This is an optimization exercise on Yosys and OpenROAD, whose aim is small area, a short achievable clock period and few clock cycles, not a production implementation. No functional check of the RTL was part of any run shown here.

==> flow/design.v (outline; a module is shown in full before it is edited, if it fits) <==
// module mult: 2065 lines
// module mult_fa: 4 lines
// module mult_ha: 4 lines
module mult #(parameter XLEN = 32, parameter NUM_STAGE = 4)
(
    input clock, reset,
    input start,
    input [1:0] sign,
    input [XLEN-1:0] mcand, mplier,
    output [(2*XLEN)-1:0] product,
    output logic done
);
  // ...
==> flow/run.sh <==
#!/bin/bash
# synth_recipe.tcl (not shown) runs the flow's synth.tcl, then flattens the netlist and writes it again
# the make line also repeats each setting of config.mk as NAME=value (left out here)
make -C /OpenROAD-flow-scripts/flow DESIGN_CONFIG=/design/flow/config.mk WORK_HOME=/design/flow/orfs CLKGATE_MAP_FILE= SYNTH_SCRIPT=/design/flow/synth_recipe.tcl finish
==> flow/config.mk <==
export PLATFORM = sky130hd
export DESIGN_NAME = mult
export DESIGN_NICKNAME = mult
export VERILOG_FILES = /design/flow/design.v
export SDC_FILE = /design/flow/constraint.sdc
export NUM_CORES = 4
export LEC_CHECK = 0
export ABC_AREA = 1
export CAP_MARGIN = 20
export CORE_MARGIN = 2
export CORE_UTILIZATION = 40
export PLACE_DENSITY = 0.6
export SLEW_MARGIN = 20
export SYNTH_HIERARCHICAL = 1
==> flow/constraint.sdc <==
create_clock -name core_clock -period 10.0 [get_ports {clock}]
set_input_delay 2.0000 -clock core_clock [delete_from_list [all_inputs] [get_ports {clock}]]
set_output_delay 2.0000 -clock core_clock [all_outputs]
set_load 0.01 [all_outputs]
==> key figures, run 1 <==
Synthesis
  – Synth Register Bits: 212
  – Post-synthesis cell type count: 35
  – Average size of a mapped cell: 10.33 um^2
  – Commonest cells in the netlist: xor2_1 (582), fa_1 (512), o22ai_1 (512), dfxtp_1 (212), clkbuf_1 (210)
  – Ys async rst share: 0%
  – Compound-Gate Fraction of Synth Area: 13.12%

Final layout
  – Largest register FFs: 127
  – Finished Layout Cells: 3538
  – Biggest regs: t6 x127, ar x33
  – P&R area growth vs syn: 10.65%
  – Most common cell after layout, fill and taps aside: xor2_1
  – Fillers: 6231
  – Number of non-clock inverters: 147
  – Non-Clock Buffer Count: 215

GRT
  – GR Util All Layers: 25.53%
  – Grt peak-use layer: met2
  – Largest net degree at the start of global routing: 36
  – Met1 Use GR: 33.13%

Drt
  – Drt drc: 0
  – Routed met3 length: 10.34 mm

Timing
  – Slew @ Worst Pin: 1.113 ns
  – Post-layout min period: 5.859 ns

Clocking
  – Buffer count from post-CTS setup fixing: 0
  – TritonCTS clock tree: yes

Die
  – Core area: 67510 um^2
  – Rows: 95
  – Tapcells: 873

Outcome
  – Status: complete, no violations

Placed design
  – Placed inst area: 29460 um^2

Critical path
  – Worst path max stage delay: 0.55 ns
  – CP arrival: 3.86 ns
==> run 2: changes to the inputs <==
--- a/flow/design.v
+++ b/flow/design.v
@@ -1445,441 +1445,262 @@
     wire s58_363, c58_363;
     mult_fa u363 (.a(pp13_32), .b(pp14_30), .c(pp15_28), .s(s58_363), .co(c58_363));
     wire hs58_39, hc58_39;
     mult_ha v39 (.a(pp16_26), .b(1'b1), .s(hs58_39), .co(hc58_39));
     wire s59_364, c59_364;
     mult_fa u364 (.a(pp13_33), .b(pp14_31), .c(pp15_29), .s(s59_364), .co(c59_364));
     wire hs60_40, hc60_40;
     mult_ha v40 (.a(pp14_32), .b(pp15_30), .s(hs60_40), .co(hc60_40));
+    logic [241:0] t4;
     wire hs4_41, hc4_41;
-    mult_ha v41 (.a(pp0_4), .b(pp1_2), .s(hs4_41), .co(hc4_41));
+    mult_ha v41 (.a(t4[8]), .b(t4[9]), .s(hs4_41), .co(hc4_41));
     wire hs5_42, hc5_42;
-    mult_ha v42 (.a(pp0_5), .b(pp1_3), .s(hs5_42), .co(hc5_42));
+    mult_ha v42 (.a(t4[12]), .b(t4[13]), .s(hs5_42), .co(hc5_42));
     wire s6_365, c6_365;
-    mult_fa u365 (.a(pp2_2), .b(pp3_0), .c(neg[3]), .s(s6_365), .co(c6_365));
+    mult_fa u365 (.a(t4[15]), .b(t4[16]), .c(t4[17]), .s(s6_365), .co(c6_365));
     wire s7_366, c7_366;
-    mult_fa u366 (.a(pp2_3), .b(pp3_1), .c(hc6_35), .s(s7_366), .co(c7_366));
+    mult_fa u366 (.a(t4[19]), .b(t4[20]), .c(t4[21]), .s(s7_366), .co(c7_366));
     wire s8_367, c8_367;
-    mult_fa u367 (.a(neg[4]), .b(hc7_36), .c(s8_265), .s(s8_367), .co(c8_367));
+    mult_fa u367 (.a(t4[23]), .b(t4[24]), .c(t4[25]), .s(s8_367), .co(c8_367));
     wire s9_368, c9_368;
-    mult_fa u368 (.a(c8_265), .b(hc8_37), .c(s9_266), .s(s9_368), .co(c9_368));
+    mult_fa u368 (.a(t4[27]), .b(t4[28]), .c(t4[29]), .s(s9_368), .co(c9_368));
     wire s10_369, c10_369;
-    mult_fa u369 (.a(c9_266), .b(hc9_38), .c(s10_267), .s(s10_369), .co(c10_369));
+    mult_fa u369 (.a(t4[31]), .b(t4[32]), .c(t4[33]), .s(s10_369), .co(c10_369));
     wire s11_370, c11_370;
-    mult_fa u370 (.a(c10_267), .b(c10_268), .c(s11_269), .s(s11_370), .co(c11_370));
+    mult_fa u370 (.a(t4[35]), .b(t4[36]), .c(t4[37]), .s(s11_370), .co(c11_370));
     wire s12_371, c12_371;
-    mult_fa u371 (.a(c11_269), .b(c11_270), .c(s12_271), .s(s12_371), .co(c12_371));
+    mult_fa u371 (.a(t4[39]), .b(t4[40]), .c(t4[41]), .s(s12_371), .co(c12_371));
     wire s13_372, c13_372;
-    mult_fa u372 (.a(c12_271), .b(c12_272), .c(s13_273), .s(s13_372), .co(c13_372));
+    mult_fa u372 (.a(t4[43]), .b(t4[44]), .c(t4[45]), .s(s13_372), .co(c13_372));
     wire s14_373, c14_373;
-    mult_fa u373 (.a(c13_273), .b(c13_274), .c(s14_275), .s(s14_373), .co(c14_373));
+    mult_fa u373 (.a(t4[47]), .b(t4[48]), .c(t4[49]), .s(s14_373), .co(c14_373));
     wire s15_374, c15_374;
-    mult_fa u374 (.a(c14_275), .b(c14_276), .c(s15_277), .s(s15_374), .co(c15_374));
+    mult_fa u374 (.a(t4[51]), .b(t4[52]), .c(t4[53]), .s(s15_374), .co(c15_374));
     wire s16_375, c16_375;
-    mult_fa u375 (.a(c15_277), .b(c15_278), .c(s16_279), .s(s16_375), .co(c16_375));
+    mult_fa u375 (.a(t4[55]), .b(t4[56]), .c(t4[57]), .s(s16_375), .co(c16_375));
     wire s17_376, c17_376;
-    mult_fa u376 (.a(c16_279), .b(c16_280), .c(s17_281), .s(s17_376), .co(c17_376));
+    mult_fa u376 (.a(t4[59]), .b(t4[60]), .c(t4[61]), .s(s17_376), .co(c17_376));
     wire s18_377, c18_377;
-    mult_fa u377 (.a(c17_281), .b(c17_282), .c(s18_283), .s(s18_377), .co(c18_377));
+    mult_fa u377 (.a(t4[63]), .b(t4[64]), .c(t4[65]), .s(s18_377), .co(c18_377));
     wire s19_378, c19_378;
-    mult_fa u378 (.a(c18_283), .b(c18_284), .c(s19_285), .s(s19_378), .co(c19_378));
+    mult_fa u378 (.a(t4[67]), .b(t4[68]), .c(t4[69]), .s(s19_378), .co(c19_378));
     wire s20_379, c20_379;
-    mult_fa u379 (.a(c19_285), .b(c19_286), .c(s20_287), .s(s20_379), .co(c20_379));
+    mult_fa u379 (.a(t4[71]), .b(t4[72]), .c(t4[73]), .s(s20_379), .co(c20_379));
     wire s21_380, c21_380;
-    mult_fa u380 (.a(c20_287), .b(c20_288), .c(s21_289), .s(s21_380), .co(c21_380));
+    mult_fa u380 (.a(t4[75]), .b(t4[76]), .c(t4[77]), .s(s21_380), .co(c21_380));
     wire s22_381, c22_381;
-    mult_fa u381 (.a(c21_289), .b(c21_290), .c(s22_291), .s(s22_381), .co(c22_381));
+    mult_fa u381 (.a(t4[79]), .b(t4[80]), .c(t4[81]), .s(s22_381), .co(c22_381));
     wire s23_382, c23_382;
-    mult_fa u382 (.a(c22_291), .b(c22_292), .c(s23_293), .s(s23_382), .co(c23_382));
+    mult_fa u382 (.a(t4[83]), .b(t4[84]), .c(t4[85]), .s(s23_382), .co(c23_382));
     wire s24_383, c24_383;
-    mult_fa u383 (.a(c23_293), .b(c23_294), .c(s24_295), .s(s24_383), .co(c24_383));
+    mult_fa u383 (.a(t4[87]), .b(t4[88]), .c(t4[89]), .s(s24_383), .co(c24_383));
     wire s25_384, c25_384;
-    mult_fa u384 (.a(c24_295), .b(c24_296), .c(s25_297), .s(s25_384), .co(c25_384));
+    mult_fa u384 (.a(t4[91]), .b(t4[92]), .c(t4[93]), .s(s25_384), .co(c25_384));
     wire s26_385, c26_385;
-    mult_fa u385 (.a(c25_297), .b(c25_298), .c(s26_299), .s(s26_385), .co(c26_385));
+    mult_fa u385 (.a(t4[95]), .b(t4[96]), .c(t4[97]), .s(s26_385), .co(c26_385));
     wire s27_386, c27_386;
-    mult_fa u386 (.a(c26_299), .b(c26_300), .c(s27_301), .s(s27_386), .co(c27_386));
+    mult_fa u386 (.a(t4[99]), .b(t4[100]), .c(t4[101]), .s(s27_386), .co(c27_386));
     wire s28_387, c28_387;
-    mult_fa u387 (.a(c27_301), .b(c27_302), .c(s28_303), .s(s28_387), .co(c28_387));
+    mult_fa u387 (.a(t4[103]), .b(t4[104]), .c(t4[105]), .s(s28_387), .co(c28_387));
     wire s29_388, c29_388;
-    mult_fa u388 (.a(c28_303), .b(c28_304), .c(s29_305), .s(s29_388), .co(c29_388));
+    mult_fa u388 (.a(t4[107]), .b(t4[108]), .c(t4[109]), .s(s29_388), .co(c29_388));
     wire s30_389, c30_389;
-    mult_fa u389 (.a(c29_305), .b(c29_306), .c(s30_307), .s(s30_389), .co(c30_389));
+    mult_fa u389 (.a(t4[111]), .b(t4[112]), .c(t4[113]), .s(s30_389), .co(c30_389));
     wire s31_390, c31_390;
-    mult_fa u390 (.a(c30_307), .b(c30_308), .c(s31_309), .s(s31_390), .co(c31_390));
+    mult_fa u390 (.a(t4[115]), .b(t4[116]), .c(t4[117]), .s(s31_390), .co(c31_390));
     wire s32_391, c32_391;
-    mult_fa u391 (.a(c31_309), .b(c31_310), .c(s32_311), .s(s32_391), .co(c32_391));
+    mult_fa u391 (.a(t4[119]), .b(t4[120]), .c(t4[121]), .s(s32_391), .co(c32_391));
     wire s33_392, c33_392;
-    mult_fa u392 (.a(c32_311), .b(c32_312), .c(s33_313), .s(s33_392), .co(c33_392));
+    mult_fa u392 (.a(t4[123]), .b(t4[124]), .c(t4[125]), .s(s33_392), .co(c33_392));
     wire s34_393, c34_393;
-    mult_fa u393 (.a(c33_313), .b(c33_314), .c(s34_315), .s(s34_393), .co(c34_393));
+    mult_fa u393 (.a(t4[127]), .b(t4[128]), .c(t4[129]), .s(s34_393), .co(c34_393));
     wire s35_394, c35_394;
-    mult_fa u394 (.a(c34_315), .b(c34_316), .c(s35_317), .s(s35_394), .co(c35_394));
+    mult_fa u394 (.a(t4[131]), .b(t4[132]), .c(t4[133]), .s(s35_394), .co(c35_394));
     wire s36_395, c36_395;
-    mult_fa u395 (.a(c35_317), .b(c35_318), .c(s36_319), .s(s36_395), .co(c36_395));
+    mult_fa u395 (.a(t4[135]), .b(t4[136]), .c(t4[137]), .s(s36_395), .co(c36_395));
     wire s37_396, c37_396;
-    mult_fa u396 (.a(c36_319), .b(c36_320), .c(s37_321), .s(s37_396), .co(c37_396));
+    mult_fa u396 (.a(t4[139]), .b(t4[140]), .c(t4[141]), .s(s37_396), .co(c37_396));
     wire s38_397, c38_397;
-    mult_fa u397 (.a(c37_321), .b(c37_322), .c(s38_323), .s(s38_397), .co(c38_397));
+    mult_fa u397 (.a(t4[143]), .b(t4[144]), .c(t4[145]), .s(s38_397), .co(c38_397));
     wire s39_398, c39_398;
-    mult_fa u398 (.a(c38_323), .b(c38_324), .c(s39_325), .s(s39_398), .co(c39_398));
+    mult_fa u398 (.a(t4[147]), .b(t4[148]), .c(t4[149]), .s(s39_398), .co(c39_398));
     wire s40_399, c40_399;
-    mult_fa u399 (.a(c39_325), .b(c39_326), .c(s40_327), .s(s40_399), .co(c40_399));
+    mult_fa u399 (.a(t4[151]), .b(t4[152]), .c(t4[153]), .s(s40_399), .co(c40_399));
     wire s41_400, c41_400;
-    mult_fa u400 (.a(c40_327), .b(c40_328), .c(s41_329), .s(s41_400), .co(c41_400));
+    mult_fa u400 (.a(t4[155]), .b(t4[156]), .c(t4[157]), .s(s41_400), .co(c41_400));
     wire s42_401, c42_401;
-    mult_fa u401 (.a(c41_329), .b(c41_330), .c(s42_331), .s(s42_401), .co(c42_401));
+    mult_fa u401 (.a(t4[159]), .b(t4[160]), .c(t4[161]), .s(s42_401), .co(c42_401));
     wire s43_402, c43_402;
-    mult_fa u402 (.a(c42_331), .b(c42_332), .c(s43_333), .s(s43_402), .co(c43_402));
+    mult_fa u402 (.a(t4[163]), .b(t4[164]), .c(t4[165]), .s(s43_402), .co(c43_402));
     wire s44_403, c44_403;
-    mult_fa u403 (.a(c43_333), .b(c43_334), .c(s44_335), .s(s44_403), .co(c44_403));
+    mult_fa u403 (.a(t4[167]), .b(t4[168]), .c(t4[169]), .s(s44_403), .co(c44_403));
     wire s45_404, c45_404;
-    mult_fa u404 (.a(c44_335), .b(c44_336), .c(s45_337), .s(s45_404), .co(c45_404));
+    mult_fa u404 (.a(t4[171]), .b(t4[172]), .c(t4[173]), .s(s45_404), .co(c45_404));
     wire s46_405, c46_405;
-    mult_fa u405 (.a(c45_337), .b(c45_338), .c(s46_339), .s(s46_405), .co(c46_405));
+    mult_fa u405 (.a(t4[175]), .b(t4[176]), .c(t4[177]), .s(s46_405), .co(c46_405));
     wire s47_406, c47_406;
-    mult_fa u406 (.a(c46_339), .b(c46_340), .c(s47_341), .s(s47_406), .co(c47_406));
+    mult_fa u406 (.a(t4[179]), .b(t4[180]), .c(t4[181]), .s(s47_406), .co(c47_406));
     wire s48_407, c48_407;
-    mult_fa u407 (.a(c47_341), .b(c47_342), .c(s48_343), .s(s48_407), .co(c48_407));
+    mult_fa u407 (.a(t4[183]), .b(t4[184]), .c(t4[185]), .s(s48_407), .co(c48_407));
     wire s49_408, c49_408;
-    mult_fa u408 (.a(c48_343), .b(c48_344), .c(s49_345), .s(s49_408), .co(c49_408));
+    mult_fa u408 (.a(t4[187]), .b(t4[188]), .c(t4[189]), .s(s49_408), .co(c49_408));
     wire s50_409, c50_409;
-    mult_fa u409 (.a(c49_345), .b(c49_346), .c(s50_347), .s(s50_409), .co(c50_409));
+    mult_fa u409 (.a(t4[191]), .b(t4[192]), .c(t4[193]), .s(s50_409), .co(c50_409));
     wire s51_410, c51_410;
-    mult_fa u410 (.a(c50_347), .b(c50_348), .c(s51_349), .s(s51_410), .co(c51_410));
+    mult_fa u410 (.a(t4[195]), .b(t4[196]), .c(t4[197]), .s(s51_410), .co(c51_410));
     wire s52_411, c52_411;
-    mult_fa u411 (.a(c51_349), .b(c51_350), .c(s52_351), .s(s52_411), .co(c52_411));
+    mult_fa u411 (.a(t4[199]), .b(t4[200]), .c(t4[201]), .s(s52_411), .co(c52_411));
     wire s53_412, c53_412;
-    mult_fa u412 (.a(c52_351), .b(c52_352), .c(s53_353), .s(s53_412), .co(c53_412));
+    mult_fa u412 (.a(t4[203]), .b(t4[204]), .c(t4[205]), .s(s53_412), .co(c53_412));
     wire s54_413, c54_413;
-    mult_fa u413 (.a(c53_353), .b(c53_354), .c(s54_355), .s(s54_413), .co(c54_413));
+    mult_fa u413 (.a(t4[207]), .b(t4[208]), .c(t4[209]), .s(s54_413), .co(c54_413));
     wire s55_414, c55_414;
-    mult_fa u414 (.a(c54_355), .b(c54_356), .c(s55_357), .s(s55_414), .co(c55_414));
+    mult_fa u414 (.a(t4[211]), .b(t4[212]), .c(t4[213]), .s(s55_414), .co(c55_414));
     wire s56_415, c56_415;
-    mult_fa u415 (.a(c55_357), .b(c55_358), .c(s56_359), .s(s56_415), .co(c56_415));
+    mult_fa u415 (.a(t4[215]), .b(t4[216]), .c(t4[217]), .s(s56_415), .co(c56_415));
     wire s57_416, c57_416;
-    mult_fa u416 (.a(c56_359), .b(c56_360), .c(s57_361), .s(s57_416), .co(c57_416));
+    mult_fa u416 (.a(t4[219]), .b(t4[220]), .c(t4[221]), .s(s57_416), .co(c57_416));
     wire s58_417, c58_417;
-    mult_fa u417 (.a(c57_361), .b(c57_362), .c(s58_363), .s(s58_417), .co(c58_417));
+    mult_fa u417 (.a(t4[223]), .b(t4[224]), .c(t4[225]), .s(s58_417), .co(c58_417));
     wire s59_418, c59_418;
-    mult_fa u418 (.a(pp16_27), .b(c58_363), .c(hc58_39), .s(s59_418), .co(c59_418));
+    mult_fa u418 (.a(t4[227]), .b(t4[228]), .c(t4[229]), .s(s59_418), .co(c59_418));
     wire s60_419, c60_419;
-    mult_fa u419 (.a(pp16_28), .b(1'b1), .c(c59_364), .s(s60_419), .co(c60_419));
+    mult_fa u419 (.a(t4[231]), .b(1'b1), .c(t4[232]), .s(s60_419), .co(c60_419));
     wire s61_420, c61_420;
-    mult_fa u420 (.a(pp14_33), .b(pp15_31), .c(pp16_29), .s(s61_420), .co(c61_420));
+    mult_fa u420 (.a(t4[234]), .b(t4[235]), .c(t4[236]), .s(s61_420), .co(c61_420));
     wire hs62_43, hc62_43;
-    mult_ha v43 (.a(pp15_32), .b(pp16_30), .s(hs62_43), .co(hc62_43));
+    mult_ha v43 (.a(t4[238]), .b(t4[239]), .s(hs62_43), .co(hc62_43));
     wire hs2_44, hc2_44;
-    mult_ha v44 (.a(pp0_2), .b(pp1_0), .s(hs2_44), .co(hc2_44));
+    mult_ha v44 (.a(t4[3]), .b(t4[4]), .s(hs2_44), .co(hc2_44));
     wire hs3_45, hc3_45;
-    mult_ha v45 (.a(pp0_3), .b(pp1_1), .s(hs3_45), .co(hc3_45));
+    mult_ha v45 (.a(t4[6]), .b(t4[7]), .s(hs3_45), .co(hc3_45));
     wire s4_421, c4_421;
-    mult_fa u421 (.a(pp2_0), .b(neg[2]), .c(hs4_41), .s(s4_421), .co(c4_421));
+    mult_fa u421 (.a(t4[10]), .b(t4[11]), .c(hs4_41), .s(s4_421), .co(c4_421));
     wire s5_422, c5_422;
-    mult_fa u422 (.a(pp2_1), .b(hc4_41), .c(hs5_42), .s(s5_422), .co(c5_422));
+    mult_fa u422 (.a(t4[14]), .b(hc4_41), .c(hs5_42), .s(s5_422), .co(c5_422));
     wire s6_423, c6_423;
-    mult_fa u423 (.a(hs6_35), .b(hc5_42), .c(s6_365), .s(s6_423), .co(c6_423));
+    mult_fa u423 (.a(t4[18]), .b(hc5_42), .c(s6_365), .s(s6_423), .co(c6_423));
     wire s7_424, c7_424;
-    mult_fa u424 (.a(hs7_36), .b(c6_365), .c(s7_366), .s(s7_424), .co(c7_424));
+    mult_fa u424 (.a(t4[22]), .b(c6_365), .c(s7_366), .s(s7_424), .co(c7_424));
     wire s8_425, c8_425;
-    mult_fa u425 (.a(hs8_37), .b(c7_366), .c(s8_367), .s(s8_425), .co(c8_425));
+    mult_fa u425 (.a(t4[26]), .b(c7_366), .c(s8_367), .s(s8_425), .co(c8_425));
     wire s9_426, c9_426;
-    mult_fa u426 (.a(hs9_38), .b(c8_367), .c(s9_368), .s(s9_426), .co(c9_426));
+    mult_fa u426 (.a(t4[30]), .b(c8_367), .c(s9_368), .s(s9_426), .co(c9_426));
     wire s10_427, c10_427;
-    mult_fa u427 (.a(s10_268), .b(c9_368), .c(s10_369), .s(s10_427), .co(c10_427));
+    mult_fa u427 (.a(t4[34]), .b(c9_368), .c(s10_369), .s(s10_427), .co(c10_427));
     wire s11_428, c11_428;
-    mult_fa u428 (.a(s11_270), .b(c10_369), .c(s11_370), .s(s11_428), .co(c11_428));
+    mult_fa u428 (.a(t4[38]), .b(c10_369), .c(s11_370), .s(s11_428), .co(c11_428));
     wire s12_429, c12_429;
-    mult_fa u429 (.a(s12_272), .b(c11_370), .c(s12_371), .s(s12_429), .co(c12_429));
+    mult_fa u429 (.a(t4[42]), .b(c11_370), .c(s12_371), .s(s12_429), .co(c12_429));
     wire s13_430, c13_430;
-    mult_fa u430 (.a(s13_274), .b(c12_371), .c(s13_372), .s(s13_430), .co(c13_430));
+    mult_fa u430 (.a(t4[46]), .b(c12_371), .c(s13_372), .s(s13_430), .co(c13_430));
     wire s14_431, c14_431;
-    mult_fa u431 (.a(s14_276), .b(c13_372), .c(s14_373), .s(s14_431), .co(c14_431));
+    mult_fa u431 (.a(t4[50]), .b(c13_372), .c(s14_373), .s(s14_431), .co(c14_431));
     wire s15_432, c15_432;
-    mult_fa u432 (.a(s15_278), .b(c14_373), .c(s15_374), .s(s15_432), .co(c15_432));
+    mult_fa u432 (.a(t4[54]), .b(c14_373), .c(s15_374), .s(s15_432), .co(c15_432));
     wire s16_433, c16_433;
-    mult_fa u433 (.a(s16_280), .b(c15_374), .c(s16_375), .s(s16_433), .co(c16_433));
+    mult_fa u433 (.a(t4[58]), .b(c15_374), .c(s16_375), .s(s16_433), .co(c16_433));
     wire s17_434, c17_434;
-    mult_fa u434 (.a(s17_282), .b(c16_375), .c(s17_376), .s(s17_434), .co(c17_434));
+    mult_fa u434 (.a(t4[62]), .b(c16_375), .c(s17_376), .s(s17_434), .co(c17_434));
     wire s18_435, c18_435;
-    mult_fa u435 (.a(s18_284), .b(c17_376), .c(s18_377), .s(s18_435), .co(c18_435));
+    mult_fa u435 (.a(t4[66]), .b(c17_376), .c(s18_377), .s(s18_435), .co(c18_435));
     wire s19_436, c19_436;
-    mult_fa u436 (.a(s19_286), .b(c18_377), .c(s19_378), .s(s19_436), .co(c19_436));
+    mult_fa u436 (.a(t4[70]), .b(c18_377), .c(s19_378), .s(s19_436), .co(c19_436));
     wire s20_437, c20_437;
-    mult_fa u437 (.a(s20_288), .b(c19_378), .c(s20_379), .s(s20_437), .co(c20_437));
+    mult_fa u437 (.a(t4[74]), .b(c19_378), .c(s20_379), .s(s20_437), .co(c20_437));
     wire s21_438, c21_438;
-    mult_fa u438 (.a(s21_290), .b(c20_379), .c(s21_380), .s(s21_438), .co(c21_438));
+    mult_fa u438 (.a(t4[78]), .b(c20_379), .c(s21_380), .s(s21_438), .co(c21_438));
     wire s22_439, c22_439;
-    mult_fa u439 (.a(s22_292), .b(c21_380), .c(s22_381), .s(s22_439), .co(c22_439));
+    mult_fa u439 (.a(t4[82]), .b(c21_380), .c(s22_381), .s(s22_439), .co(c22_439));
     wire s23_440, c23_440;
-    mult_fa u440 (.a(s23_294), .b(c22_381), .c(s23_382), .s(s23_440), .co(c23_440));
+    mult_fa u440 (.a(t4[86]), .b(c22_381), .c(s23_382), .s(s23_440), .co(c23_440));
     wire s24_441, c24_441;
-    mult_fa u441 (.a(s24_296), .b(c23_382), .c(s24_383), .s(s24_441), .co(c24_441));
+    mult_fa u441 (.a(t4[90]), .b(c23_382), .c(s24_383), .s(s24_441), .co(c24_441));
     wire s25_442, c25_442;
-    mult_fa u442 (.a(s25_298), .b(c24_383), .c(s25_384), .s(s25_442), .co(c25_442));
+    mult_fa u442 (.a(t4[94]), .b(c24_383), .c(s25_384), .s(s25_442), .co(c25_442));
     wire s26_443, c26_443;
-    mult_fa u443 (.a(s26_300), .b(c25_384), .c(s26_385), .s(s26_443), .co(c26_443));
+    mult_fa u443 (.a(t4[98]), .b(c25_384), .c(s26_385), .s(s26_443), .co(c26_443));
     wire s27_444, c27_444;
-    mult_fa u444 (.a(s27_302), .b(c26_385), .c(s27_386), .s(s27_444), .co(c27_444));
+    mult_fa u444 (.a(t4[102]), .b(c26_385), .c(s27_386), .s(s27_444), .co(c27_444));
     wire s28_445, c28_445;
-    mult_fa u445 (.a(s28_304), .b(c27_386), .c(s28_387), .s(s28_445), .co(c28_445));
+    mult_fa u445 (.a(t4[106]), .b(c27_386), .c(s28_387), .s(s28_445), .co(c28_445));
     wire s29_446, c29_446;
-    mult_fa u446 (.a(s29_306), .b(c28_387), .c(s29_388), .s(s29_446), .co(c29_446));
+    mult_fa u446 (.a(t4[110]), .b(c28_387), .c(s29_388), .s(s29_446), .co(c29_446));
     wire s30_447, c30_447;
-    mult_fa u447 (.a(s30_308), .b(c29_388), .c(s30_389), .s(s30_447), .co(c30_447));
+    mult_fa u447 (.a(t4[114]), .b(c29_388), .c(s30_389), .s(s30_447), .co(c30_447));
     wire s31_448, c31_448;
-    mult_fa u448 (.a(s31_310), .b(c30_389), .c(s31_390), .s(s31_448), .co(c31_448));
+    mult_fa u448 (.a(t4[118]), .b(c30_389), .c(s31_390), .s(s31_448), .co(c31_448));
     wire s32_449, c32_449;
-    mult_fa u449 (.a(s32_312), .b(c31_390), .c(s32_391), .s(s32_449), .co(c32_449));
+    mult_fa u449 (.a(t4[122]), .b(c31_390), .c(s32_391), .s(s32_449), .co(c32_449));
     wire s33_450, c33_450;
-    mult_fa u450 (.a(s33_314), .b(c32_391), .c(s33_392), .s(s33_450), .co(c33_450));
+    mult_fa u450 (.a(t4[126]), .b(c32_391), .c(s33_392), .s(s33_450), .co(c33_450));
     wire s34_451, c34_451;
-    mult_fa u451 (.a(s34_316), .b(c33_392), .c(s34_393), .s(s34_451), .co(c34_451));
+    mult_fa u451 (.a(t4[130]), .b(c33_392), .c(s34_393), .s(s34_451), .co(c34_451));
     wire s35_452, c35_452;
-    mult_fa u452 (.a(s35_318), .b(c34_393), .c(s35_394), .s(s35_452), .co(c35_452));
+    mult_fa u452 (.a(t4[134]), .b(c34_393), .c(s35_394), .s(s35_452), .co(c35_452));
     wire s36_453, c36_453;
-    mult_fa u453 (.a(s36_320), .b(c35_394), .c(s36_395), .s(s36_453), .co(c36_453));
+    mult_fa u453 (.a(t4[138]), .b(c35_394), .c(s36_395), .s(s36_453), .co(c36_453));
     wire s37_454, c37_454;
-    mult_fa u454 (.a(s37_322), .b(c36_395), .c(s37_396), .s(s37_454), .co(c37_454));
+    mult_fa u454 (.a(t4[142]), .b(c36_395), .c(s37_396), .s(s37_454), .co(c37_454));
     wire s38_455, c38_455;
-    mult_fa u455 (.a(s38_324), .b(c37_396), .c(s38_397), .s(s38_455), .co(c38_455));
+    mult_fa u455 (.a(t4[146]), .b(c37_396), .c(s38_397), .s(s38_455), .co(c38_455));
     wire s39_456, c39_456;
-    mult_fa u456 (.a(s39_326), .b(c38_397), .c(s39_398), .s(s39_456), .co(c39_456));
+    mult_fa u456 (.a(t4[150]), .b(c38_397), .c(s39_398), .s(s39_456), .co(c39_456));
     wire s40_457, c40_457;
-    mult_fa u457 (.a(s40_328), .b(c39_398), .c(s40_399), .s(s40_457), .co(c40_457));
+    mult_fa u457 (.a(t4[154]), .b(c39_398), .c(s40_399), .s(s40_457), .co(c40_457));
     wire s41_458, c41_458;
-    mult_fa u458 (.a(s41_330), .b(c40_399), .c(s41_400), .s(s41_458), .co(c41_458));
+    mult_fa u458 (.a(t4[158]), .b(c40_399), .c(s41_400), .s(s41_458), .co(c41_458));
     wire s42_459, c42_459;
-    mult_fa u459 (.a(s42_332), .b(c41_400), .c(s42_401), .s(s42_459), .co(c42_459));
+    mult_fa u459 (.a(t4[162]), .b(c41_400), .c(s42_401), .s(s42_459), .co(c42_459));
     wire s43_460, c43_460;
-    mult_fa u460 (.a(s43_334), .b(c42_401), .c(s43_402), .s(s43_460), .co(c43_460));
+    mult_fa u460 (.a(t4[166]), .b(c42_401), .c(s43_402), .s(s43_460), .co(c43_460));
     wire s44_461, c44_461;
-    mult_fa u461 (.a(s44_336), .b(c43_402), .c(s44_403), .s(s44_461), .co(c44_461));
+    mult_fa u461 (.a(t4[170]), .b(c43_402), .c(s44_403), .s(s44_461), .co(c44_461));
     wire s45_462, c45_462;
-    mult_fa u462 (.a(s45_338), .b(c44_403), .c(s45_404), .s(s45_462), .co(c45_462));
+    mult_fa u462 (.a(t4[174]), .b(c44_403), .c(s45_404), .s(s45_462), .co(c45_462));
     wire s46_463, c46_463;
-    mult_fa u463 (.a(s46_340), .b(c45_404), .c(s46_405), .s(s46_463), .co(c46_463));
+    mult_fa u463 (.a(t4[178]), .b(c45_404), .c(s46_405), .s(s46_463), .co(c46_463));
     wire s47_464, c47_464;
-    mult_fa u464 (.a(s47_342), .b(c46_405), .c(s47_406), .s(s47_464), .co(c47_464));
+    mult_fa u464 (.a(t4[182]), .b(c46_405), .c(s47_406), .s(s47_464), .co(c47_464));
     wire s48_465, c48_465;
-    mult_fa u465 (.a(s48_344), .b(c47_406), .c(s48_407), .s(s48_465), .co(c48_465));
+    mult_fa u465 (.a(t4[186]), .b(c47_406), .c(s48_407), .s(s48_465), .co(c48_465));
     wire s49_466, c49_466;
-    mult_fa u466 (.a(s49_346), .b(c48_407), .c(s49_408), .s(s49_466), .co(c49_466));
+    mult_fa u466 (.a(t4[190]), .b(c48_407), .c(s49_408), .s(s49_466), .co(c49_466));
     wire s50_467, c50_467;
-    mult_fa u467 (.a(s50_348), .b(c49_408), .c(s50_409), .s(s50_467), .co(c50_467));
+    mult_fa u467 (.a(t4[194]), .b(c49_408), .c(s50_409), .s(s50_467), .co(c50_467));
     wire s51_468, c51_468;
-    mult_fa u468 (.a(s51_350), .b(c50_409), .c(s51_410), .s(s51_468), .co(c51_468));
+    mult_fa u468 (.a(t4[198]), .b(c50_409), .c(s51_410), .s(s51_468), .co(c51_468));
     wire s52_469, c52_469;
-    mult_fa u469 (.a(s52_352), .b(c51_410), .c(s52_411), .s(s52_469), .co(c52_469));
+    mult_fa u469 (.a(t4[202]), .b(c51_410), .c(s52_411), .s(s52_469), .co(c52_469));
     wire s53_470, c53_470;
-    mult_fa u470 (.a(s53_354), .b(c52_411), .c(s53_412), .s(s53_470), .co(c53_470));
+    mult_fa u470 (.a(t4[206]), .b(c52_411), .c(s53_412), .s(s53_470), .co(c53_470));
     wire s54_471, c54_471;
-    mult_fa u471 (.a(s54_356), .b(c53_412), .c(s54_413), .s(s54_471), .co(c54_471));
+    mult_fa u471 (.a(t4[210]), .b(c53_412), .c(s54_413), .s(s54_471), .co(c54_471));
     wire s55_472, c55_472;
-    mult_fa u472 (.a(s55_358), .b(c54_413), .c(s55_414), .s(s55_472), .co(c55_472));
+    mult_fa u472 (.a(t4[214]), .b(c54_413), .c(s55_414), .s(s55_472), .co(c55_472));
     wire s56_473, c56_473;
-    mult_fa u473 (.a(s56_360), .b(c55_414), .c(s56_415), .s(s56_473), .co(c56_473));
+    mult_fa u473 (.a(t4[218]), .b(c55_414), .c(s56_415), .s(s56_473), .co(c56_473));
     wire s57_474, c57_474;
-    mult_fa u474 (.a(s57_362), .b(c56_415), .c(s57_416), .s(s57_474), .co(c57_474));
+    mult_fa u474 (.a(t4[222]), .b(c56_415), .c(s57_416), .s(s57_474), .co(c57_474));
     wire s58_475, c58_475;
-    mult_fa u475 (.a(hs58_39), .b(c57_416), .c(s58_417), .s(s58_475), .co(c58_475));
+    mult_fa u475 (.a(t4[226]), .b(c57_416), .c(s58_417), .s(s58_475), .co(c58_475));
     wire s59_476, c59_476;
-    mult_fa u476 (.a(s59_364), .b(c58_417), .c(s59_418), .s(s59_476), .co(c59_476));
+    mult_fa u476 (.a(t4[230]), .b(c58_417), .c(s59_418), .s(s59_476), .co(c59_476));
     wire s60_477, c60_477;
-    mult_fa u477 (.a(hs60_40), .b(c59_418), .c(s60_419), .s(s60_477), .co(c60_477));
+    mult_fa u477 (.a(t4[233]), .b(c59_418), .c(s60_419), .s(s60_477), .co(c60_477));
     wire s61_478, c61_478;
-    mult_fa u478 (.a(hc60_40), .b(c60_419), .c(s61_420), .s(s61_478), .co(c61_478));
+    mult_fa u478 (.a(t4[237]), .b(c60_419), .c(s61_420), .s(s61_478), .co(c61_478));
     wire s62_479, c62_479;
     mult_fa u479 (.a(1'b1), .b(c61_420), .c(hs62_43), .s(s62_479), .co(c62_479));
     wire s63_480, c63_480;
-    mult_fa u480 (.a(pp15_33), .b(pp16_31), .c(hc62_43), .s(s63_480), .co(c63_480));
-    logic [126:0] t6;
-    wire [63:0] row0 = {t6[125], t6[123], t6[121], t6[119], t6[117], t6[115], t6[113], t6[111], t6[109], t6[107], t6[105], t6[103], t6[101], t6[99], t6[97], t6[95], t6[93], t6[91], t6[89], t6[87], t6[85], t6[83], t6[81], t6[79], t6[77], t6[75], t6[73], t6[71], t6[69], t6[67], t6[65], t6[63], t6[61], t6[59], t6[57], t6[55], t6[53], t6[51], t6[49], t6[47], t6[45], t6[43], t6[41], t6[39], t6[37], t6[35], t6[33], t6[31], t6[29], t6[27], t6[25], t6[23], t6[21], t6[19], t6[17], t6[15], t6[13], t6[11], t6[9], t6[7], t6[5], t6[3], t6[2], t6[0]};
-    wire [63:0] row1 = {t6[126], t6[124], t6[122], t6[120], t6[118], t6[116], t6[114], t6[112], t6[110], t6[108], t6[106], t6[104], t6[102], t6[100], t6[98], t6[96], t6[94], t6[92], t6[90], t6[88], t6[86], t6[84], t6[82], t6[80], t6[78], t6[76], t6[74], t6[72], t6[70], t6[68], t6[66], t6[64], t6[62], t6[60], t6[58], t6[56], t6[54], t6[52], t6[50], t6[48], t6[46], t6[44], t6[42], t6[40], t6[38], t6[36], t6[34], t6[32], t6[30], t6[28], t6[26], t6[24], t6[22], t6[20], t6[18], t6[16], t6[14], t6[12], t6[10], t6[8], t6[6], t6[4], 1'b0, t6[1]};
-  wire [63:0] kg0 = row0 & row1;
-  wire [63:0] kp0 = row0 ^ row1;
-  wire kG0 = kg0[1] | (kp0[1] & kg0[0]);
-  wire kG1 = kg0[3] | (kp0[3] & kg0[2]);
-  wire kP1 = kp0[3] & kp0[2];
-  wire kG2 = kg0[5] | (kp0[5] & kg0[4]);
-  wire kP2 = kp0[5] & kp0[4];
-  wire kG3 = kg0[7] | (kp0[7] & kg0[6]);
-  wire kP3 = kp0[7] & kp0[6];
-  wire kG4 = kg0[9] | (kp0[9] & kg0[8]);
-  wire kP4 = kp0[9] & kp0[8];
-  wire kG5 = kg0[11] | (kp0[11] & kg0[10]);
-  wire kP5 = kp0[11] & kp0[10];
-  wire kG6 = kg0[13] | (kp0[13] & kg0[12]);
-  wire kP6 = kp0[13] & kp0[12];
-  wire kG7 = kg0[15] | (kp0[15] & kg0[14]);
-  wire kP7 = kp0[15] & kp0[14];
-  wire kG8 = kg0[17] | (kp0[17] & kg0[16]);
-  wire kP8 = kp0[17] & kp0[16];
-  wire kG9 = kg0[19] | (kp0[19] & kg0[18]);
-  wire kP9 = kp0[19] & kp0[18];
-  wire kG10 = kg0[21] | (kp0[21] & kg0[20]);
-  wire kP10 = kp0[21] & kp0[20];
-  wire kG11 = kg0[23] | (kp0[23] & kg0[22]);
-  wire kP11 = kp0[23] & kp0[22];
-  wire kG12 = kg0[25] | (kp0[25] & kg0[24]);
-  wire kP12 = kp0[25] & kp0[24];
-  wire kG13 = kg0[27] | (kp0[27] & kg0[26]);
-  wire kP13 = kp0[27] & kp0[26];
-  wire kG14 = kg0[29] | (kp0[29] & kg0[28]);
-  wire kP14 = kp0[29] & kp0[28];
-  wire kG15 = kg0[31] | (kp0[31] & kg0[30]);
-  wire kP15 = kp0[31] & kp0[30];
-  wire kG16 = kg0[33] | (kp0[33] & kg0[32]);
-  wire kP16 = kp0[33] & kp0[32];
-  wire kG17 = kg0[35] | (kp0[35] & kg0[34]);
-  wire kP17 = kp0[35] & kp0[34];
-  wire kG18 = kg0[37] | (kp0[37] & kg0[36]);
-  wire kP18 = kp0[37] & kp0[36];
-  wire kG19 = kg0[39] | (kp0[39] & kg0[38]);
-  wire kP19 = kp0[39] & kp0[38];
-  wire kG20 = kg0[41] | (kp0[41] & kg0[40]);
-  wire kP20 = kp0[41] & kp0[40];
-  wire kG21 = kg0[43] | (kp0[43] & kg0[42]);
-  wire kP21 = kp0[43] & kp0[42];
-  wire kG22 = kg0[45] | (kp0[45] & kg0[44]);
-  wire kP22 = kp0[45] & kp0[44];
-  wire kG23 = kg0[47] | (kp0[47] & kg0[46]);
-  wire kP23 = kp0[47] & kp0[46];
-  wire kG24 = kg0[49] | (kp0[49] & kg0[48]);
-  wire kP24 = kp0[49] & kp0[48];
-  wire kG25 = kg0[51] | (kp0[51] & kg0[50]);
-  wire kP25 = kp0[51] & kp0[50];
-  wire kG26 = kg0[53] | (kp0[53] & kg0[52]);
-  wire kP26 = kp0[53] & kp0[52];
-  wire kG27 = kg0[55] | (kp0[55] & kg0[54]);
-  wire kP27 = kp0[55] & kp0[54];
-  wire kG28 = kg0[57] | (kp0[57] & kg0[56]);
-  wire kP28 = kp0[57] & kp0[56];
-  wire kG29 = kg0[59] | (kp0[59] & kg0[58]);
-  wire kP29 = kp0[59] & kp0[58];
-  wire kG30 = kg0[61] | (kp0[61] & kg0[60]);
-  wire kP30 = kp0[61] & kp0[60];
-  wire kG31 = kg0[63] | (kp0[63] & kg0[62]);
-  wire kP31 = kp0[63] & kp0[62];
-  wire kG32 = kG1 | (kP1 & kG0);
-  wire kG33 = kG3 | (kP3 & kG2);
-  wire kP33 = kP3 & kP2;
-  wire kG34 = kG5 | (kP5 & kG4);
-  wire kP34 = kP5 & kP4;
-  wire kG35 = kG7 | (kP7 & kG6);
-  wire kP35 = kP7 & kP6;
-  wire kG36 = kG9 | (kP9 & kG8);
-  wire kP36 = kP9 & kP8;
-  wire kG37 = kG11 | (kP11 & kG10);
-  wire kP37 = kP11 & kP10;
-  wire kG38 = kG13 | (kP13 & kG12);
-  wire kP38 = kP13 & kP12;
-  wire kG39 = kG15 | (kP15 & kG14);
-  wire kP39 = kP15 & kP14;
-  wire kG40 = kG17 | (kP17 & kG16);
-  wire kP40 = kP17 & kP16;
-  wire kG41 = kG19 | (kP19 & kG18);
-  wire kP41 = kP19 & kP18;
-  wire kG42 = kG21 | (kP21 & kG20);
-  wire kP42 = kP21 & kP20;
-  wire kG43 = kG23 | (kP23 & kG22);
-  wire kP43 = kP23 & kP22;
-  wire kG44 = kG25 | (kP25 & kG24);
-  wire kP44 = kP25 & kP24;
-  wire kG45 = kG27 | (kP27 & kG26);
-  wire kP45 = kP27 & kP26;
-  wire kG46 = kG29 | (kP29 & kG28);
-  wire kP46 = kP29 & kP28;
-  wire kG47 = kG31 | (kP31 & kG30);
-  wire kP47 = kP31 & kP30;
-  wire kG48 = kG33 | (kP33 & kG32);
-  wire kG49 = kG35 | (kP35 & kG34);
-  wire kP49 = kP35 & kP34;
-  wire kG50 = kG37 | (kP37 & kG36);
-  wire kP50 = kP37 & kP36;
-  wire kG51 = kG39 | (kP39 & kG38);
-  wire kP51 = kP39 & kP38;
-  wire kG52 = kG41 | (kP41 & kG40);
-  wire kP52 = kP41 & kP40;
-  wire kG53 = kG43 | (kP43 & kG42);
-  wire kP53 = kP43 & kP42;
-  wire kG54 = kG45 | (kP45 & kG44);
-  wire kP54 = kP45 & kP44;
-  wire kG55 = kG47 | (kP47 & kG46);
-  wire kP55 = kP47 & kP46;
-  wire kG56 = kG49 | (kP49 & kG48);
-  wire kG57 = kG51 | (kP51 & kG50);
-  wire kP57 = kP51 & kP50;
-  wire kG58 = kG53 | (kP53 & kG52);
-  wire kP58 = kP53 & kP52;
-  wire kG59 = kG55 | (kP55 & kG54);
-  wire kP59 = kP55 & kP54;
-  wire kG60 = kG57 | (kP57 & kG56);
-  wire kG61 = kG59 | (kP59 & kG58);
-  wire kP61 = kP59 & kP58;
-  wire kG62 = kG61 | (kP61 & kG60);
-  wire kG63 = kG58 | (kP58 & kG60);
-  wire kG64 = kG50 | (kP50 & kG56);
-  wire kG65 = kG52 | (kP52 & kG60);
-  wire kG66 = kG54 | (kP54 & kG63);
-  wire kG67 = kG34 | (kP34 & kG48);
-  wire kG68 = kG36 | (kP36 & kG56);
-  wire kG69 = kG38 | (kP38 & kG64);
-  wire kG70 = kG40 | (kP40 & kG60);
-  wire kG71 = kG42 | (kP42 & kG65);
-  wire kG72 = kG44 | (kP44 & kG63);
-  wire kG73 = kG46 | (kP46 & kG66);
-  wire kG74 = kG2 | (kP2 & kG32);
-  wire kG75 = kG4 | (kP4 & kG48);
-  wire kG76 = kG6 | (kP6 & kG67);
-  wire kG77 = kG8 | (kP8 & kG56);
-  wire kG78 = kG10 | (kP10 & kG68);
-  wire kG79 = kG12 | (kP12 & kG64);
-  wire kG80 = kG14 | (kP14 & kG69);
-  wire kG81 = kG16 | (kP16 & kG60);
-  wire kG82 = kG18 | (kP18 & kG70);
-  wire kG83 = kG20 | (kP20 & kG65);
-  wire kG84 = kG22 | (kP22 & kG71);
-  wire kG85 = kG24 | (kP24 & kG63);
-  wire kG86 = kG26 | (kP26 & kG72);
-  wire kG87 = kG28 | (kP28 & kG66);
-  wire kG88 = kG30 | (kP30 & kG73);
-  wire kG89 = kg0[2] | (kp0[2] & kG0);
-  wire kG90 = kg0[4] | (kp0[4] & kG32);
-  wire kG91 = kg0[6] | (kp0[6] & kG74);
-  wire kG92 = kg0[8] | (kp0[8] & kG48);
-  wire kG93 = kg0[10] | (kp0[10] & kG75);
-  wire kG94 = kg0[12] | (kp0[12] & kG67);
-  wire kG95 = kg0[14] | (kp0[14] & kG76);
-  wire kG96 = kg0[16] | (kp0[16] & kG56);
-  wire kG97 = kg0[18] | (kp0[18] & kG77);
-  wire kG98 = kg0[20] | (kp0[20] & kG68);
-  wire kG99 = kg0[22] | (kp0[22] & kG78);
-  wire kG100 = kg0[24] | (kp0[24] & kG64);
-  wire kG101 = kg0[26] | (kp0[26] & kG79);
-  wire kG102 = kg0[28] | (kp0[28] & kG69);
-  wire kG103 = kg0[30] | (kp0[30] & kG80);
-  wire kG104 = kg0[32] | (kp0[32] & kG60);
-  wire kG105 = kg0[34] | (kp0[34] & kG81);
-  wire kG106 = kg0[36] | (kp0[36] & kG70);
-  wire kG107 = kg0[38] | (kp0[38] & kG82);
-  wire kG108 = kg0[40] | (kp0[40] & kG65);
-  wire kG109 = kg0[42] | (kp0[42] & kG83);
-  wire kG110 = kg0[44] | (kp0[44] & kG71);
-  wire kG111 = kg0[46] | (kp0[46] & kG84);
-  wire kG112 = kg0[48] | (kp0[48] & kG63);
-  wire kG113 = kg0[50] | (kp0[50] & kG85);
-  wire kG114 = kg0[52] | (kp0[52] & kG72);
-  wire kG115 = kg0[54] | (kp0[54] & kG86);
-  wire kG116 = kg0[56] | (kp0[56] & kG66);
-  wire kG117 = kg0[58] | (kp0[58] & kG87);
-  wire kG118 = kg0[60] | (kp0[60] & kG73);
-  wire kG119 = kg0[62] | (kp0[62] & kG88);
-  assign product = {kp0[63] ^ kG119, kp0[62] ^ kG88, kp0[61] ^ kG118, kp0[60] ^ kG73, kp0[59] ^ kG117, kp0[58] ^ kG87, kp0[57] ^ kG116, kp0[56] ^ kG66, kp0[55] ^ kG115, kp0[54] ^ kG86, kp0[53] ^ kG114, kp0[52] ^ kG72, kp0[51] ^ kG113, kp0[50] ^ kG85, kp0[49] ^ kG112, kp0[48] ^ kG63, kp0[47] ^ kG111, kp0[46] ^ kG84, kp0[45] ^ kG110, kp0[44] ^ kG71, kp0[43] ^ kG109, kp0[42] ^ kG83, kp0[41] ^ kG108, kp0[40] ^ kG65, kp0[39] ^ kG107, kp0[38] ^ kG82, kp0[37] ^ kG106, kp0[36] ^ kG70, kp0[35] ^ kG105, kp0[34] ^ kG81, kp0[33] ^ kG104, kp0[32] ^ kG60, kp0[31] ^ kG103, kp0[30] ^ kG80, kp0[29] ^ kG102, kp0[28] ^ kG69, kp0[27] ^ kG101, kp0[26] ^ kG79, kp0[25] ^ kG100, kp0[24] ^ kG64, kp0[23] ^ kG99, kp0[22] ^ kG78, kp0[21] ^ kG98, kp0[20] ^ kG68, kp0[19] ^ kG97, kp0[18] ^ kG77, kp0[17] ^ kG96, kp0[16] ^ kG56, kp0[15] ^ kG95, kp0[14] ^ kG76, kp0[13] ^ kG94, kp0[12] ^ kG67, kp0[11] ^ kG93, kp0[10] ^ kG75, kp0[9] ^ kG92, kp0[8] ^ kG48, kp0[7] ^ kG91, kp0[6] ^ kG74, kp0[5] ^ kG90, kp0[4] ^ kG32, kp0[3] ^ kG89, kp0[2] ^ kG0, kp0[1] ^ kg0[0], kp0[0]};
+    mult_fa u480 (.a(t4[240]), .b(t4[241]), .c(hc62_43), .s(s63_480), .co(c63_480));
+    wire [63:0] row0 = {c62_479, c61_478, c60_477, c59_476, c58_475, c57_474, c56_473, c55_472, c54_471, c53_470, c52_469, c51_468, c50_467, c49_466, c48_465, c47_464, c46_463, c45_462, c44_461, c43_460, c42_459, c41_458, c40_457, c39_456, c38_455, c37_454, c36_453, c35_452, c34_451, c33_450, c32_449, c31_448, c30_447, c29_446, c28_445, c27_444, c26_443, c25_442, c24_441, c23_440, c22_439, c21_438, c20_437, c19_436, c18_435, c17_434, c16_433, c15_432, c14_431, c13_430, c12_429, c11_428, c10_427, c9_426, c8_425, c7_424, c6_423, c5_422, c4_421, hc3_45, hc2_44, t4[5], t4[2], t4[0]};
+    wire [63:0] row1 = {s63_480, s62_479, s61_478, s60_477, s59_476, s58_475, s57_474, s56_473, s55_472, s54_471, s53_470, s52_469, s51_468, s50_467, s49_466, s48_465, s47_464, s46_463, s45_462, s44_461, s43_460, s42_459, s41_458, s40_457, s39_456, s38_455, s37_454, s36_453, s35_452, s34_451, s33_450, s32_449, s31_448, s30_447, s29_446, s28_445, s27_444, s26_443, s25_442, s24_441, s23_440, s22_439, s21_438, s20_437, s19_436, s18_435, s17_434, s16_433, s15_432, s14_431, s13_430, s12_429, s11_428, s10_427, s9_426, s8_425, s7_424, s6_423, s5_422, s4_421, hs3_45, hs2_44, 1'b0, t4[1]};
+    assign product = row0 + row1;
     always_ff @(posedge clock) begin
         ar <= a;
         one[0] <= one0_d;
         two[0] <= two0_d;
         neg[0] <= neg0_d;
         one[1] <= one1_d;
         two[1] <= two1_d;
         neg[1] <= neg1_d;
@@ -1923,143 +1744,258 @@
         two[14] <= two14_d;
         neg[14] <= neg14_d;
         one[15] <= one15_d;
         two[15] <= two15_d;
         neg[15] <= neg15_d;
         one[16] <= one16_d;
         two[16] <= two16_d;
         neg[16] <= neg16_d;
-        t6[0] <= pp0_0;
-        t6[1] <= neg[0];
-        t6[2] <= pp0_1;
-        t6[3] <= neg[1];
-        t6[4] <= hs2_44;
-        t6[5] <= hc2_44;
-        t6[6] <= hs3_45;
-        t6[7] <= hc3_45;
-        t6[8] <= s4_421;
-        t6[9] <= c4_421;
-        t6[10] <= s5_422;
-        t6[11] <= c5_422;
-        t6[12] <= s6_423;
-        t6[13] <= c6_423;
-        t6[14] <= s7_424;
-        t6[15] <= c7_424;
-        t6[16] <= s8_425;
-        t6[17] <= c8_425;
-        t6[18] <= s9_426;
-        t6[19] <= c9_426;
-        t6[20] <= s10_427;
-        t6[21] <= c10_427;
-        t6[22] <= s11_428;
-        t6[23] <= c11_428;
-        t6[24] <= s12_429;
-        t6[25] <= c12_429;
-        t6[26] <= s13_430;
-        t6[27] <= c13_430;
-        t6[28] <= s14_431;
-        t6[29] <= c14_431;
-        t6[30] <= s15_432;
-        t6[31] <= c15_432;
-        t6[32] <= s16_433;
-        t6[33] <= c16_433;
-        t6[34] <= s17_434;
-        t6[35] <= c17_434;
-        t6[36] <= s18_435;
-        t6[37] <= c18_435;
-        t6[38] <= s19_436;
-        t6[39] <= c19_436;
-        t6[40] <= s20_437;
-        t6[41] <= c20_437;
-        t6[42] <= s21_438;
-        t6[43] <= c21_438;
-        t6[44] <= s22_439;
-        t6[45] <= c22_439;
-        t6[46] <= s23_440;
-        t6[47] <= c23_440;
-        t6[48] <= s24_441;
-        t6[49] <= c24_441;
-        t6[50] <= s25_442;
-        t6[51] <= c25_442;
-        t6[52] <= s26_443;
-        t6[53] <= c26_443;
-        t6[54] <= s27_444;
-        t6[55] <= c27_444;
-        t6[56] <= s28_445;
-        t6[57] <= c28_445;
-        t6[58] <= s29_446;
-        t6[59] <= c29_446;
-        t6[60] <= s30_447;
-        t6[61] <= c30_447;
-        t6[62] <= s31_448;
-        t6[63] <= c31_448;
-        t6[64] <= s32_449;
-        t6[65] <= c32_449;
-        t6[66] <= s33_450;
-        t6[67] <= c33_450;
-        t6[68] <= s34_451;
-        t6[69] <= c34_451;
-        t6[70] <= s35_452;
-        t6[71] <= c35_452;
-        t6[72] <= s36_453;
-        t6[73] <= c36_453;
-        t6[74] <= s37_454;
-        t6[75] <= c37_454;
-        t6[76] <= s38_455;
-        t6[77] <= c38_455;
-        t6[78] <= s39_456;
-        t6[79] <= c39_456;
-        t6[80] <= s40_457;
-        t6[81] <= c40_457;
-        t6[82] <= s41_458;
-        t6[83] <= c41_458;
-        t6[84] <= s42_459;
-        t6[85] <= c42_459;
-        t6[86] <= s43_460;
-        t6[87] <= c43_460;
-        t6[88] <= s44_461;
-        t6[89] <= c44_461;
-        t6[90] <= s45_462;
-        t6[91] <= c45_462;
-        t6[92] <= s46_463;
-        t6[93] <= c46_463;
-        t6[94] <= s47_464;
-        t6[95] <= c47_464;
-        t6[96] <= s48_465;
-        t6[97] <= c48_465;
-        t6[98] <= s49_466;
-        t6[99] <= c49_466;
-        t6[100] <= s50_467;
-        t6[101] <= c50_467;
-        t6[102] <= s51_468;
-        t6[103] <= c51_468;
-        t6[104] <= s52_469;
-        t6[105] <= c52_469;
-        t6[106] <= s53_470;
-        t6[107] <= c53_470;
-        t6[108] <= s54_471;
-        t6[109] <= c54_471;
-        t6[110] <= s55_472;
-        t6[111] <= c55_472;
-        t6[112] <= s56_473;
-        t6[113] <= c56_473;
-        t6[114] <= s57_474;
-        t6[115] <= c57_474;
-        t6[116] <= s58_475;
-        t6[117] <= c58_475;
-        t6[118] <= s59_476;
-        t6[119] <= c59_476;
-        t6[120] <= s60_477;
-        t6[121] <= c60_477;
-        t6[122] <= s61_478;
-        t6[123] <= c61_478;
-        t6[124] <= s62_479;
-        t6[125] <= c62_479;
-        t6[126] <= s63_480;
+        t4[0] <= pp0_0;
+        t4[1] <= neg[0];
+        t4[2] <= pp0_1;
+        t4[3] <= pp0_2;
+        t4[4] <= pp1_0;
+        t4[5] <= neg[1];
+        t4[6] <= pp0_3;
+        t4[7] <= pp1_1;
+        t4[8] <= pp0_4;
+        t4[9] <= pp1_2;
+        t4[10] <= pp2_0;
+        t4[11] <= neg[2];
+        t4[12] <= pp0_5;
+        t4[13] <= pp1_3;
+        t4[14] <= pp2_1;
+        t4[15] <= pp2_2;
+        t4[16] <= pp3_0;
+        t4[17] <= neg[3];
+        t4[18] <= hs6_35;
+        t4[19] <= pp2_3;
+        t4[20] <= pp3_1;
+        t4[21] <= hc6_35;
+        t4[22] <= hs7_36;
+        t4[23] <= neg[4];
+        t4[24] <= hc7_36;
+        t4[25] <= s8_265;
+        t4[26] <= hs8_37;
+        t4[27] <= c8_265;
+        t4[28] <= hc8_37;
+        t4[29] <= s9_266;
+        t4[30] <= hs9_38;
+        t4[31] <= c9_266;
+        t4[32] <= hc9_38;
+        t4[33] <= s10_267;
+        t4[34] <= s10_268;
+        t4[35] <= c10_267;
+        t4[36] <= c10_268;
+        t4[37] <= s11_269;
+        t4[38] <= s11_270;
+        t4[39] <= c11_269;
+        t4[40] <= c11_270;
+        t4[41] <= s12_271;
+        t4[42] <= s12_272;
+        t4[43] <= c12_271;
+        t4[44] <= c12_272;
+        t4[45] <= s13_273;
+        t4[46] <= s13_274;
+        t4[47] <= c13_273;
+        t4[48] <= c13_274;
+        t4[49] <= s14_275;
+        t4[50] <= s14_276;
+        t4[51] <= c14_275;
+        t4[52] <= c14_276;
+        t4[53] <= s15_277;
+        t4[54] <= s15_278;
+        t4[55] <= c15_277;
+        t4[56] <= c15_278;
+        t4[57] <= s16_279;
+        t4[58] <= s16_280;
+        t4[59] <= c16_279;
+        t4[60] <= c16_280;
+        t4[61] <= s17_281;
+        t4[62] <= s17_282;
+        t4[63] <= c17_281;
+        t4[64] <= c17_282;
+        t4[65] <= s18_283;
+        t4[66] <= s18_284;
+        t4[67] <= c18_283;
+        t4[68] <= c18_284;
+        t4[69] <= s19_285;
+        t4[70] <= s19_286;
+        t4[71] <= c19_285;
+        t4[72] <= c19_286;
+        t4[73] <= s20_287;
+        t4[74] <= s20_288;
+        t4[75] <= c20_287;
+        t4[76] <= c20_288;
+        t4[77] <= s21_289;
+        t4[78] <= s21_290;
+        t4[79] <= c21_289;
+        t4[80] <= c21_290;
+        t4[81] <= s22_291;
+        t4[82] <= s22_292;
+        t4[83] <= c22_291;
+        t4[84] <= c22_292;
+        t4[85] <= s23_293;
+        t4[86] <= s23_294;
+        t4[87] <= c23_293;
+        t4[88] <= c23_294;
+        t4[89] <= s24_295;
+        t4[90] <= s24_296;
+        t4[91] <= c24_295;
+        t4[92] <= c24_296;
+        t4[93] <= s25_297;
+        t4[94] <= s25_298;
+        t4[95] <= c25_297;
+        t4[96] <= c25_298;
+        t4[97] <= s26_299;
+        t4[98] <= s26_300;
+        t4[99] <= c26_299;
+        t4[100] <= c26_300;
+        t4[101] <= s27_301;
+        t4[102] <= s27_302;
+        t4[103] <= c27_301;
+        t4[104] <= c27_302;
+        t4[105] <= s28_303;
+        t4[106] <= s28_304;
+        t4[107] <= c28_303;
+        t4[108] <= c28_304;
+        t4[109] <= s29_305;
+        t4[110] <= s29_306;
+        t4[111] <= c29_305;
+        t4[112] <= c29_306;
+        t4[113] <= s30_307;
+        t4[114] <= s30_308;
+        t4[115] <= c30_307;
+        t4[116] <= c30_308;
+        t4[117] <= s31_309;
+        t4[118] <= s31_310;
+        t4[119] <= c31_309;
+        t4[120] <= c31_310;
+        t4[121] <= s32_311;
+        t4[122] <= s32_312;
+        t4[123] <= c32_311;
+        t4[124] <= c32_312;
+        t4[125] <= s33_313;
+        t4[126] <= s33_314;
+        t4[127] <= c33_313;
+        t4[128] <= c33_314;
+        t4[129] <= s34_315;
+        t4[130] <= s34_316;
+        t4[131] <= c34_315;
+        t4[132] <= c34_316;
+        t4[133] <= s35_317;
+        t4[134] <= s35_318;
+        t4[135] <= c35_317;
+        t4[136] <= c35_318;
+        t4[137] <= s36_319;
+        t4[138] <= s36_320;
+        t4[139] <= c36_319;
+        t4[140] <= c36_320;
+        t4[141] <= s37_321;
+        t4[142] <= s37_322;
+        t4[143] <= c37_321;
+        t4[144] <= c37_322;
+        t4[145] <= s38_323;
+        t4[146] <= s38_324;
+        t4[147] <= c38_323;
+        t4[148] <= c38_324;
+        t4[149] <= s39_325;
+        t4[150] <= s39_326;
+        t4[151] <= c39_325;
+        t4[152] <= c39_326;
+        t4[153] <= s40_327;
+        t4[154] <= s40_328;
+        t4[155] <= c40_327;
+        t4[156] <= c40_328;
+        t4[157] <= s41_329;
+        t4[158] <= s41_330;
+        t4[159] <= c41_329;
+        t4[160] <= c41_330;
+        t4[161] <= s42_331;
+        t4[162] <= s42_332;
+        t4[163] <= c42_331;
+        t4[164] <= c42_332;
+        t4[165] <= s43_333;
+        t4[166] <= s43_334;
+        t4[167] <= c43_333;
+        t4[168] <= c43_334;
+        t4[169] <= s44_335;
+        t4[170] <= s44_336;
+        t4[171] <= c44_335;
+        t4[172] <= c44_336;
+        t4[173] <= s45_337;
+        t4[174] <= s45_338;
+        t4[175] <= c45_337;
+        t4[176] <= c45_338;
+        t4[177] <= s46_339;
+        t4[178] <= s46_340;
+        t4[179] <= c46_339;
+        t4[180] <= c46_340;
+        t4[181] <= s47_341;
+        t4[182] <= s47_342;
+        t4[183] <= c47_341;
+        t4[184] <= c47_342;
+        t4[185] <= s48_343;
+        t4[186] <= s48_344;
+        t4[187] <= c48_343;
+        t4[188] <= c48_344;
+        t4[189] <= s49_345;
+        t4[190] <= s49_346;
+        t4[191] <= c49_345;
+        t4[192] <= c49_346;
+        t4[193] <= s50_347;
+        t4[194] <= s50_348;
+        t4[195] <= c50_347;
+        t4[196] <= c50_348;
+        t4[197] <= s51_349;
+        t4[198] <= s51_350;
+        t4[199] <= c51_349;
+        t4[200] <= c51_350;
+        t4[201] <= s52_351;
+        t4[202] <= s52_352;
+        t4[203] <= c52_351;
+        t4[204] <= c52_352;
+        t4[205] <= s53_353;
+        t4[206] <= s53_354;
+        t4[207] <= c53_353;
+        t4[208] <= c53_354;
+        t4[209] <= s54_355;
+        t4[210] <= s54_356;
+        t4[211] <= c54_355;
+        t4[212] <= c54_356;
+        t4[213] <= s55_357;
+        t4[214] <= s55_358;
+        t4[215] <= c55_357;
+        t4[216] <= c55_358;
+        t4[217] <= s56_359;
+        t4[218] <= s56_360;
+        t4[219] <= c56_359;
+        t4[220] <= c56_360;
+        t4[221] <= s57_361;
+        t4[222] <= s57_362;
+        t4[223] <= c57_361;
+        t4[224] <= c57_362;
+        t4[225] <= s58_363;
+        t4[226] <= hs58_39;
+        t4[227] <= pp16_27;
+        t4[228] <= c58_363;
+        t4[229] <= hc58_39;
+        t4[230] <= s59_364;
+        t4[231] <= pp16_28;
+        t4[232] <= c59_364;
+        t4[233] <= hs60_40;
+        t4[234] <= pp14_33;
+        t4[235] <= pp15_31;
+        t4[236] <= pp16_29;
+        t4[237] <= hc60_40;
+        t4[238] <= pp15_32;
+        t4[239] <= pp16_30;
+        t4[240] <= pp15_33;
+        t4[241] <= pp16_31;
     end
     logic [1:0] vld;
     always_ff @(posedge clock) begin
         if (reset) vld <= '0;
         else vld <= {vld[0:0], start};
     end
     assign done = vld[1];
 endmodule
==> key figures, run 2 <==
Critical path
  – Origin of the critical flop-to-flop path: one[12]
  – Critical path peak fanout: 4
  – Setup crit end kind: primary output
  – CP arrival: 4.24 ns (+0.38 ns)
  – Flop2flop setup slack: 6.04 ns
  – R2R cell count: 7
  – WS Path Type: flip-flop to primary output

Drt
  – ANT nets after route: 0
  – DRT Pass-1 Iters: 6
  – Vias per cell: 5.682
  – Drt drc: 0 (unchanged)
  – Routed vias: 27244

Final layout
  – Finished Layout Cells: 4795 (+36%)
  – Most common cell after layout, fill and taps aside: nand2_1
  – Largest register FFs: 242 (+91%)
  – Util after Layout: 44.99%
  – Final Cell Area: 36360 um^2
  – P&R area growth vs syn: 10.90%
  – Reg with most FFs: t4
  – Biggest regs: t4 x242, ar x33
  – Layout cell share with drive strength beyond 1: 5.597%

Timing
  – Hold Vio Cnt, Final: 0
  – Post-layout min period: 6.243 ns (+0.3838 ns)
  – Slew margin rel.: 31.61%
  – Fmax: 160.2 MHz
  – Setup Skew: 0.02242 ns
  – Slew @ Worst Pin: 1.025 ns (-0.08844 ns)
  – RSZ-0062 raised after global routing: false

Die
  – Die Span Y: 290.3 um
  – Rows: 104 (+9.5%)
  – Core area: 80810 um^2 (+20%)
  – Die area: 84270 um^2
  – Die extent in x: 290.3 um
  – Initial Util: 40.57%

Placed design
  – Cells after DPL: 4725
  – Placed inst area: 35040 um^2 (+19%)

Synthesis
  – Proportion of synthesized area in mux cells: 0.4809%
  – Post-synth top area cell: fa_1
  – Compound-Gate Fraction of Synth Area: 10.86% (-2.3 points)
  – Ys async rst share: 0% (unchanged)
  – Post-synthesis sequential area ratio: 19.97%
  – Post-synthesis cell count: 3704
  – Commonest cells in the netlist: nand2_1 (678), xor2_1 (591), o22ai_1 (512), fa_1 (481), inv_1 (408)
  – Number of flops mapped to enable cells by yosys: 0
  – Post-synthesis cell type count: 30 (-14%)
  – Ys Warns: 7
  – Average size of a mapped cell: 8.851 um^2 (-14%)
  – XOR/XNOR share of the synthesized area: 16.24%
  – Simple-gate area share of the yosys netlist: 11.00%
  – Synth top area cells: fa_1 (29%), dfxtp_1 (20%), xor2_1 (16%), o22ai_1 (9.8%), nand2_1 (7.8%)
  – Most common cell in the netlist: nand2_1
  – Synth Area in Adders: 33.53%
  – Post-synth top flop: dfxtp_1
  – Synth Register Bits: 327 (+54%)

Min path
  – Hold EP: vld[1]
  – Worst Hold Class: flip-flop to flip-flop

Clocking
  – CTS resizes: 0
  – Clock root buffer master: clkbuf_16
  – # H-tree levels: 2
  – CTS sink cnt: 327
  – Buffer count from post-CTS setup fixing: 0 (unchanged)
  – TritonCTS clock tree: yes

GRT
  – Largest net degree at the start of global routing: 36 (unchanged)
  – Vias in the first global route: 27822
  – GR Util All Layers: 28.27% (+2.7 points)
  – Initial antenna violation count: 7

Outcome
  – Status: complete, no violations

Flow run
  – Max-cap violations: 0
## run 2: cell count changes after synthesis, sizes merged, moves of 14 or more
cell	delta
a21oi	+25
clkbuf	-14
dfxtp	+115
fa	-31
inv	+262
nand2	+546
nand3	+41
nor2	+97
## run 2: how the worst max path moves through the flow
stage                     slack, ns  startpoint           to  cells past startpoint
after CTS                      3.72      t4[27]  product[59]                     14
after detailed placement       4.32      t4[27]  product[59]                     14
after global placement         4.36      t4[27]  product[59]                     14
after global routing           3.56      t4[31]  product[59]                     14
final                          3.76      t4[27]  product[59]                     14
after floorplan                5.49      t4[39]  product[32]                     12
## run 2: kinds of logic after synthesis
family,Yosys count
AOI/OAI and AO/OA,581
xor gates and xnor gates,608
adders and majority gates,590
buffers and inverters,673
DFF,327
muxes,14
other,1
and+or+nand+nor,910
## run 2: metrics by stage
stage	worst slack, ns	hold WS (ns)
after global placement	4.362	0.3916
final	3.757	0.4063
after CTS	3.716	0.4070
after global routing	3.558	0.4498
after floorplan	5.489	0.3290
after detailed placement	4.319	0.3952
## run 2: layout make-up
class	count	area (um^2)
timing repair buffer	210	1909
antenna	1	2.502
clock inverter	20	232.7
multi-input combinational	2719	23700
inverter	409	1535
fill	7812	44450
sequential	327	6566
tap	1060	1326
clock buffer	49	1084
## run 2: critical path: stages, from the launching register on
cell             delay (ns)
dfxtp_1                0.32
fa_1                   0.56
fa_1                   0.44
ha_1                   0.38
nand2_1                0.14
nor2_1                 0.31
nand3_1                0.13
nand2_1                0.23
nand2_1                0.08
nand2_1                0.25
nand2_1                0.12
nand2_1                0.08
nand2_1                0.04
nand2_1                0.05
clkdlybuf4s50_1        0.57
## run 2: routing by layer
layer,vias up,routed length (um),track usage [%]
li1,11858,-,-
met1,13093,47560,36.67
met2,1884,51980,42.47
met3,403,15160,8.642
met4,6,6579,14.63
met5,-,39,0
## run 2: per-module statistics from Yosys (local to each module, per instance)
| module | copies in the design | flip-flops and latches |
|---|---|---|
| mult | 1 | 327 |
| mult_ha | 46 | 0 |
| mult_fa | 481 | 0 |

[static timing again, ports no longer ideal]
The results above use ideal ports. As a check the final layouts listed here were re-extracted and re-timed, cells and wires unchanged.
Step 1 sets driving cells, clkbuf_16 on the clock port and buf_2 on the other inputs (assumed; they add their load-dependent delay and slew).
Step 2, shift: input delay + t, output delay - t, t = (earliest + latest rising clock arrival at the registers) / 2. This alone moves slack from input paths to output paths.
Three values: no drivers, after step 1, after step 2; two values: the first two.
run | shift t [ns] | slack for setup (ns) | slew at the worst register clock pin (ns)
run 1 | 0.631 | 4.141 / 4.079 / 4.710 | 0.06 / 0.06
run 2 | 0.631 | 3.757 / 3.694 / 4.325 | 0.07 / 0.07
After both steps setup and hold are still met in every run listed.
